This design comes from an exercise in tuning for small area, a short achievable clock period and few clock cycles per item on the open sky130 flow, not from production work. Only simulation tests tie the RTL to the original design; equivalence was not proved. Power and IR drop assume default switching activity.

==> inputs of job 246 <==
==> flow/design.v <==
`timescale 1ns / 1ps
`timescale 1ns / 1ps
`timescale 1ns / 1ps
`timescale 1ns / 1ps
`timescale 1ns / 1ps
`timescale 1ns / 1ps
module func (
        input clk_i,
        input rst_i,
        input [ 7 : 0 ] a_bi,
        input [ 7 : 0 ] b_bi,
        input start_i,
        output [ 1 : 0 ] busy_o,
        output reg [ 4 : 0 ] y_bo
    );
    wire [2:0] c;
    wire [4:0] r;
    cb u_cb (.b7(b_bi[7]), .b6(b_bi[6]), .b5(b_bi[5]), .b4(b_bi[4]),
             .b3(b_bi[3]), .b2(b_bi[2]), .b1(b_bi[1]), .b0(b_bi[0]),
             .c2(c[2]), .c1(c[1]), .c0(c[0]));
    ac u_ac (.c2(c[2]), .c1(c[1]), .c0(c[0]),
             .a7(a_bi[7]), .a6(a_bi[6]), .a5(a_bi[5]), .a4(a_bi[4]),
             .a3(a_bi[3]), .a2(a_bi[2]), .a1(a_bi[1]), .a0(a_bi[0]),
             .y4(r[4]), .y3(r[3]), .y2(r[2]), .y1(r[1]), .y0(r[0]));
    assign busy_o = 2'b00;
    always @(posedge clk_i) begin
        if (rst_i)
            y_bo <= 5'd0;
        else if (start_i)
            y_bo <= r;
    end
endmodule
module cb ( 
    b7, b6, b5, b4, b3, b2, b1, b0,
    c2, c1, c0  );
  input  b7, b6, b5, b4, b3, b2, b1, b0;
  output c2, c1, c0;
  wire new_n13, new_n14, new_n15, new_n16, new_n17, new_n18, new_n19,
    new_n21, new_n22, new_n23, new_n24, new_n25, new_n26, new_n27, new_n28,
    new_n29, new_n30, new_n31, new_n32, new_n33, new_n34, new_n35;
  assign c2 = b7 | b6;
  assign new_n13 = b7 & b6;
  assign new_n14 = c2 & ~new_n13;
  assign new_n15 = ~b4 & ~b3;
  assign new_n16 = ~b7 & ~new_n15;
  assign new_n17 = b4 & b3;
  assign new_n18 = ~b5 & ~new_n17;
  assign new_n19 = ~new_n16 & new_n18;
  assign c1 = ~new_n14 & ~new_n19;
  assign new_n21 = ~b1 & ~b0;
  assign new_n22 = ~b6 & new_n15;
  assign new_n23 = ~new_n15 & ~new_n17;
  assign new_n24 = b2 & ~new_n23;
  assign new_n25 = b5 & new_n16;
  assign new_n26 = new_n24 & new_n25;
  assign new_n27 = ~new_n22 & ~new_n26;
  assign new_n28 = ~new_n21 & ~new_n27;
  assign new_n29 = b7 & ~c1;
  assign new_n30 = b1 & b0;
  assign new_n31 = new_n17 & new_n30;
  assign new_n32 = ~b5 & ~new_n31;
  assign new_n33 = ~new_n24 & new_n32;
  assign new_n34 = ~b6 & ~new_n33;
  assign new_n35 = ~new_n29 & ~new_n34;
  assign c0 = new_n28 | ~new_n35;
endmodule
module ac ( 
    c2, c1, c0, a7, a6, a5, a4, a3, a2, a1, a0,
    y4, y3, y2, y1, y0  );
  input  c2, c1, c0, a7, a6, a5, a4, a3, a2, a1, a0;
  output y4, y3, y2, y1, y0;
  wire new_n17, new_n18, new_n19, new_n20, new_n21, new_n22, new_n23,
    new_n24, new_n25, new_n26, new_n27, new_n28, new_n29, new_n30, new_n31,
    new_n32, new_n34, new_n35, new_n36, new_n38, new_n39, new_n40, new_n41,
    new_n42, new_n43, new_n44, new_n46, new_n47, new_n48, new_n49, new_n50,
    new_n51, new_n52, new_n53, new_n54, new_n55, new_n56, new_n57, new_n58,
    new_n59, new_n60, new_n61, new_n62, new_n64, new_n65, new_n66, new_n67,
    new_n68, new_n69, new_n70, new_n71, new_n72, new_n73, new_n74, new_n75,
    new_n76, new_n77, new_n78, new_n79, new_n80, new_n81, new_n82, new_n83,
    new_n84, new_n85, new_n86, new_n87, new_n88, new_n89, new_n90, new_n91,
    new_n92, new_n93, new_n94, new_n95, new_n96, new_n97, new_n98, new_n99;
  assign new_n17 = c2 & c1;
  assign new_n18 = c0 & new_n17;
  assign new_n19 = a5 & a4;
  assign new_n20 = c2 & a2;
  assign new_n21 = c1 & a1;
  assign new_n22 = ~c1 & ~a1;
  assign new_n23 = c0 & a0;
  assign new_n24 = ~new_n22 & new_n23;
  assign new_n25 = ~new_n21 & ~new_n24;
  assign new_n26 = ~new_n20 & new_n25;
  assign new_n27 = ~c2 & ~a2;
  assign new_n28 = a3 & ~new_n27;
  assign new_n29 = ~new_n26 & new_n28;
  assign new_n30 = new_n19 & new_n29;
  assign new_n31 = a7 & a6;
  assign new_n32 = new_n30 & new_n31;
  assign y4 = ~new_n18 & new_n32;
  assign new_n34 = ~new_n18 & ~new_n32;
  assign new_n35 = ~a7 & ~a6;
  assign new_n36 = ~new_n30 & new_n35;
  assign y3 = new_n34 & ~new_n36;
  assign new_n38 = new_n30 & new_n35;
  assign new_n39 = new_n34 & ~new_n38;
  assign new_n40 = ~a6 & ~a4;
  assign new_n41 = ~a5 & new_n40;
  assign new_n42 = ~new_n29 & new_n41;
  assign new_n43 = ~a7 & a6;
  assign new_n44 = ~new_n42 & ~new_n43;
  assign y2 = new_n39 & new_n44;
  assign new_n46 = ~a7 & ~a5;
  assign new_n47 = a7 & ~a6;
  assign new_n48 = ~new_n46 & ~new_n47;
  assign new_n49 = a4 & new_n46;
  assign new_n50 = ~new_n19 & ~new_n49;
  assign new_n51 = a3 & new_n20;
  assign new_n52 = ~new_n25 & new_n51;
  assign new_n53 = ~new_n50 & new_n52;
  assign new_n54 = ~new_n48 & ~new_n53;
  assign new_n55 = ~new_n42 & new_n54;
  assign new_n56 = new_n25 & new_n27;
  assign new_n57 = a7 & a5;
  assign new_n58 = ~a4 & ~new_n57;
  assign new_n59 = ~a3 & new_n58;
  assign new_n60 = new_n56 & new_n59;
  assign new_n61 = ~new_n47 & new_n60;
  assign new_n62 = ~new_n55 & ~new_n61;
  assign y1 = new_n39 & new_n62;
  assign new_n64 = ~c0 & ~a0;
  assign new_n65 = new_n21 & ~new_n64;
  assign new_n66 = ~new_n20 & ~new_n65;
  assign new_n67 = new_n22 & new_n64;
  assign new_n68 = ~new_n27 & ~new_n67;
  assign new_n69 = ~new_n66 & new_n68;
  assign new_n70 = a3 & new_n69;
  assign new_n71 = new_n40 & ~new_n70;
  assign new_n72 = new_n27 & new_n67;
  assign new_n73 = ~a3 & new_n72;
  assign new_n74 = ~new_n43 & ~new_n73;
  assign new_n75 = ~new_n71 & new_n74;
  assign new_n76 = a5 & new_n75;
  assign new_n77 = ~a3 & ~new_n69;
  assign new_n78 = ~new_n58 & ~new_n72;
  assign new_n79 = ~new_n77 & new_n78;
  assign new_n80 = a7 & a4;
  assign new_n81 = ~new_n60 & ~new_n80;
  assign new_n82 = ~new_n42 & new_n81;
  assign new_n83 = ~new_n79 & new_n82;
  assign new_n84 = ~new_n76 & new_n83;
  assign new_n85 = new_n53 & new_n75;
  assign new_n86 = a7 & ~a4;
  assign new_n87 = ~a5 & ~new_n86;
  assign new_n88 = ~new_n56 & new_n77;
  assign new_n89 = new_n35 & ~new_n72;
  assign new_n90 = ~new_n88 & new_n89;
  assign new_n91 = new_n87 & ~new_n90;
  assign new_n92 = ~new_n85 & ~new_n91;
  assign new_n93 = ~new_n84 & new_n92;
  assign new_n94 = new_n70 & new_n87;
  assign new_n95 = ~new_n49 & ~new_n94;
  assign new_n96 = a6 & ~new_n73;
  assign new_n97 = ~new_n53 & new_n96;
  assign new_n98 = ~new_n95 & new_n97;
  assign new_n99 = ~new_n93 & ~new_n98;
  assign y0 = new_n39 & ~new_n99;
endmodule
==> flow/flow/run.sh <==
#!/bin/bash
# Standard layout, with the port buffers made from sky130_fd_sc_hd__buf_1
# instead of the cell buffer_ports picks by default (a slow delay buffer).
set -euo pipefail
BUFFER_PORTS_ARGS="-buffer_cell sky130_fd_sc_hd__buf_1" bash standard.sh finish > standard.log 2>&1
==> flow/standard.sh <==
#!/bin/bash
# synth_recipe.tcl (not shown) runs the flow's synth.tcl, then flattens the netlist and writes it again
# the make line also repeats each setting of config.mk as NAME=value (left out here)
make -C /OpenROAD-flow-scripts/flow DESIGN_CONFIG=/design/flow/config.mk WORK_HOME=/design/flow/orfs CLKGATE_MAP_FILE= SYNTH_SCRIPT=/design/flow/synth_recipe.tcl "${@:-finish}"
==> flow/config.mk <==
export PLATFORM = sky130hd
export DESIGN_NAME = func
export DESIGN_NICKNAME = func
export VERILOG_FILES = /design/flow/design.v
export SDC_FILE = /design/flow/constraint.sdc
export NUM_CORES = 4
export LEC_CHECK = 0
export ABC_AREA = 1
export CAP_MARGIN = 20
export CORE_AREA = 2.5 2.5 57.5 57.5
export DIE_AREA = 0 0 60 60
export SLEW_MARGIN = 20
==> flow/constraint.sdc <==
create_clock -name core_clock -period 5.0 [get_ports {clk_i}]
set_input_delay 1.0000 -clock core_clock [delete_from_list [all_inputs] [get_ports {clk_i}]]
set_output_delay 1.0000 -clock core_clock [all_outputs]
set_load 0.01 [all_outputs]
==> job 9945 (differences from job 246) <==
--- a/flow/config.mk
+++ b/flow/config.mk
@@ -5,7 +5,7 @@
 export SDC_FILE = /design/flow/constraint.sdc
 export NUM_CORES = 4
 export LEC_CHECK = 0
-export ABC_AREA = 1
+export ABC_AREA = 0
 export CAP_MARGIN = 20
 export CORE_AREA = 2.5 2.5 57.5 57.5
 export DIE_AREA = 0 0 60 60
==> job 1799 (differences from job 246) <==
--- a/flow/config.mk
+++ b/flow/config.mk
@@ -9,4 +9,5 @@
 export CAP_MARGIN = 20
 export CORE_AREA = 2.5 2.5 57.5 57.5
 export DIE_AREA = 0 0 60 60
+export SETUP_SLACK_MARGIN = 2.7
 export SLEW_MARGIN = 20
==> qor summary <==
item                                                                                        job 246              job 9945              job 1799
Average footprint of a synthesized cell                                                  5.99 sq um            7.00 sq um            5.99 sq um
WP data arrival                                                                             2.66 ns               3.47 ns               2.54 ns
Fmax                                                                                        394 MHz               305 MHz               413 MHz
Post-Route WL                                                                               1.73 mm               2.22 mm               1.95 mm
Synth Area in Compound Gates                                                                  0.119                 0.408                 0.119
Switching Power                                                                             60.7 uW               62.1 uW               67.9 uW
Effective utilization at floorplan                                                            0.271                 0.275                 0.271
Status                                                             no timing/DRC/antenna violations  no timing/DRC/antenna violations  no timing/DRC/antenna violations
Basic-gate share of the synthesized area counting and, or, nand and nor cells                 0.522                 0.296                 0.522
Power dissipated in sequential cells                                                        44.0 uW               44.5 uW               44.1 uW
Global placer's final weighted congestion                                                     0.818                 0.847                 0.822
Area growth, synth to finish                                                                  13.6%                 13.7%                 32.5%
Number of instances in the synthesized netlist                                                  135                   117                   135
Detail Route met2 WL                                                                         735 um               1.07 mm                948 um
Worst supply voltage drop on vdd                                                           0.143 mV             0.0440 mV              0.131 mV
Highest metal layer used by the detailed router                                                met3                  met4                  met3
Worst min-delay path startpoint                                                y_bo[1]$_SDFFE_PP0P_  y_bo[0]$_SDFFE_PP0P_  y_bo[2]$_SDFFE_PP0P_
Met3 global-route usage                                                                      0.0325                0.0152                0.0303
Setup ws final                                                                              2.46 ns               1.72 ns               2.58 ns
Maximum fanout count along the critical path                                                      4                     5                     4
Number of vias after detailed routing                                                           859                   926                   878
Reg2reg start                                                                  y_bo[0]$_SDFFE_PP0P_  y_bo[4]$_SDFFE_PP0P_  y_bo[1]$_SDFFE_PP0P_
Pin count of the biggest net entering global routing                                              9                    14                     9
Setup repair after global routing missed its margin                                           false                 false                  true
Count of non-CTS inverters in the layout                                                         27                    12                    27
Testbench counts of job 246, summed over its fixed seeds: cycles 2,400, items 2,400.
Testbench counts of job 9945, summed over its fixed seeds: cycles 2,400, items 2,400.
Testbench counts of job 1799, summed over its fixed seeds: cycles 2,400, items 2,400.

---

==> inputs of run P <==
RTL: the design.v shown in full above, as it stands there.
Settings: LEC_CHECK=0, ABC_AREA=1, CAP_MARGIN=20, CORE_AREA=2.5 2.5 57.5 57.5, DIE_AREA=0 0 60 60, SLEW_MARGIN=20; clock period 5.0 ns.
standard.sh (not shown) runs the stock make flow with config.mk's settings and CLKGATE_MAP_FILE= SYNTH_SCRIPT=/design/flow/synth_recipe.tcl, a recipe that flattens the netlist after the stock synthesis.
==> flow/flow/run.sh <==
#!/bin/bash
# Standard layout with two changes: the port buffers are sky130_fd_sc_hd__buf_1
# instead of the cell buffer_ports picks by default (a slow delay buffer), and
# synthesis maps with flow/abc_area.script (ABC_AREA 1) instead of ORFS's.
set -euo pipefail
rm -rf scripts
cp -r "$FLOW_HOME/scripts" scripts
cp flow/abc_area.script scripts/abc_area.script
BUFFER_PORTS_ARGS="-buffer_cell sky130_fd_sc_hd__buf_1" bash standard.sh SCRIPTS_DIR=$PWD/scripts finish > standard.log 2>&1
==> flow/flow/abc_area.script <==
strash
dch
map -D 1300 -B 0.9
topo
stime -c
buffer -c
upsize -c -D 1300
dnsize -c -D 1300
==> inputs of run G, as changes to run P <==
==> flow/flow/abc_area.script (replaced) <==
strash
&get -n
&dch
&nf -R 1000
&put
topo
stime -c
Settings changed: SETUP_SLACK_MARGIN set to 2.7.
==> impl_metrics.toml <==
[yosys]
synth-seq-area-share_pct = 12.4

[grt]
grt_start_max_net_pins = 9

[placement]
post-place-ws_ps = 2210

[status]
status = "no timing/DRC/antenna violations"

[setup_path]
crit_path_start = "b_bi[3]"
critical_path.max_stage_delay_ps = 300
worst-endpoint-required_ps = 5120

[clock_tree]
cts_post_setup_buffers_inserted = 0

[cells_and_area]
most-common-layout-cells = "sky130_fd_sc_hd__nand2_1, sky130_fd_sc_hd__buf_1, sky130_fd_sc_hd__inv_1"
clockNetworkAreaShare_pct = 2.86
nonClkBufAreaFrac_pct = 9.40
That was run P.
==> impl_metrics.toml <==
[yosys]
synth-seq-area-share_pct = 17.6

[status]
status = "no timing/DRC/antenna violations"

[cells_and_area]
nonClkBufAreaFrac_pct = 18.2
clockNetworkAreaShare_pct = 2.81
most-common-layout-cells = "sky130_fd_sc_hd__buf_1, sky130_fd_sc_hd__nor2_1, sky130_fd_sc_hd__buf_4"

[placement]
post-place-ws_ps = 1370

[setup_path]
worst-endpoint-required_ps = 5130
crit_path_start = "b_bi[4]"

[clock_tree]
cts_post_setup_buffers_inserted = 7

[grt]
grt_start_max_net_pins = 11
That was run G.
Testbench counts of run P, summed over its fixed seeds: cycles 2,400, items 2,400.
Testbench counts of run G, summed over its fixed seeds: cycles 2,400, items 2,400.

---

==> inputs of trial 5 <==
RTL: the design.v shown in full above, as it stands there.
clock: 5.0 ns
lec_check: 0
abc_area: 1
cap_margin: 20
core_area: 2.5 2.5 57.5 57.5
die_area: 0 0 60 60
slew_margin: 20
==> flow/flow/abc_area.script <==
strash
&get -n
&dch
&nf -R 1000
&put
topo
stime -c
Scripts as last shown in full above: flow/flow/run.sh
==> build 35 (differences from trial 5) <==
==> flow/run.sh (new file) <==
#!/bin/bash
# synth_recipe.tcl (not shown) runs the flow's synth.tcl, then flattens the netlist and writes it again
# the make line also repeats each setting of config.mk as NAME=value (left out here)
make -C /OpenROAD-flow-scripts/flow DESIGN_CONFIG=/design/flow/config.mk WORK_HOME=/design/flow/orfs CLKGATE_MAP_FILE= SYNTH_SCRIPT=/design/flow/synth_recipe.tcl finish
removed: flow/flow/run.sh
removed: flow/flow/abc_area.script
removed: flow/standard.sh
==> trial 87 (differences from trial 5) <==
==> flow/flow/run.sh (replaced) <==
#!/bin/bash
# Standard layout, with the port buffers made from sky130_fd_sc_hd__buf_2
# instead of the cell buffer_ports picks by default (a slow delay buffer).
set -euo pipefail
BUFFER_PORTS_ARGS="-buffer_cell sky130_fd_sc_hd__buf_2" bash standard.sh finish > standard.log 2>&1
removed: flow/flow/abc_area.script
==> comparison <==
In clock skew, trial 5 and build 35 do not differ.
Against trial 87, the first-iteration DRC count of trial 5 is larger by about 54%.
Build 35 finished with timing, DRC and antenna clean. Trial 87 ran to the end with no violations. Trial 5 finished with timing, DRC and antenna clean.
Cell area, highest first: build 35, trial 87, trial 5.
The lowest sequential share of layout area belongs to build 35, the highest to trial 5.
Against trial 87, the fmax of trial 5 is smaller by 26%.
Testbench counts of trial 5, summed over its fixed seeds: cycles 2,400, items 2,400.
Testbench counts of build 35, summed over its fixed seeds: cycles 2,400, items 2,400.
Testbench counts of trial 87, summed over its fixed seeds: cycles 2,400, items 2,400.

==> what the ideal ports hide <==
How much do the figures lean on ideal ports? The routed layouts below were timed once more, with nothing changed but the port constraints.
Step 1 (the two cells are an assumption about what drives the block):
set clk [get_ports {clk_i}]
set_driving_cell -lib_cell sky130_fd_sc_hd__clkbuf_16 $clk
set_driving_cell -lib_cell sky130_fd_sc_hd__buf_2 [delete_from_list [all_inputs] $clk]
Step 2 also shifts input and output timing later by t, the mid clock arrival at the registers, as if the neighbouring blocks saw the same clock.
Slacks: ideal / step 1 / step 2; pairs: ideal / step 1.
run	shift t [ns]	setup WS [ns]	latest minus earliest clock arrival (ns)	slew at the worst register clock pin (ns)	cell pins on the clock port's net
job 246	0.250	2.459 / 2.451 / 2.201	0.001 / 0.000	0.04 / 0.04	1
job 9945	0.261	1.718 / 1.711 / 1.450	0.001 / 0.002	0.04 / 0.04	1
job 1799	0.254	2.581 / 2.523 / 2.269	0.005 / 0.005	0.05 / 0.05	1
run P	0.250	2.459 / 2.451 / 2.201	0.001 / 0.000	0.04 / 0.04	1
run G	0.256	1.861 / 1.823 / 1.567	0.003 / 0.003	0.04 / 0.04	1
trial 5	0.255	1.641 / 1.632 / 1.378	0.007 / 0.007	0.05 / 0.05	1
build 35	0.257	2.062 / 2.053 / 1.796	0.011 / 0.010	0.05 / 0.05	1
trial 87	0.252	2.507 / 2.503 / 2.251	0.002 / 0.002	0.04 / 0.04	1
After both steps every run listed still meets setup and hold. The setup slack of job 1799, which loses most, moves by -0.058 ns with the drivers and by -0.312 ns with both steps.
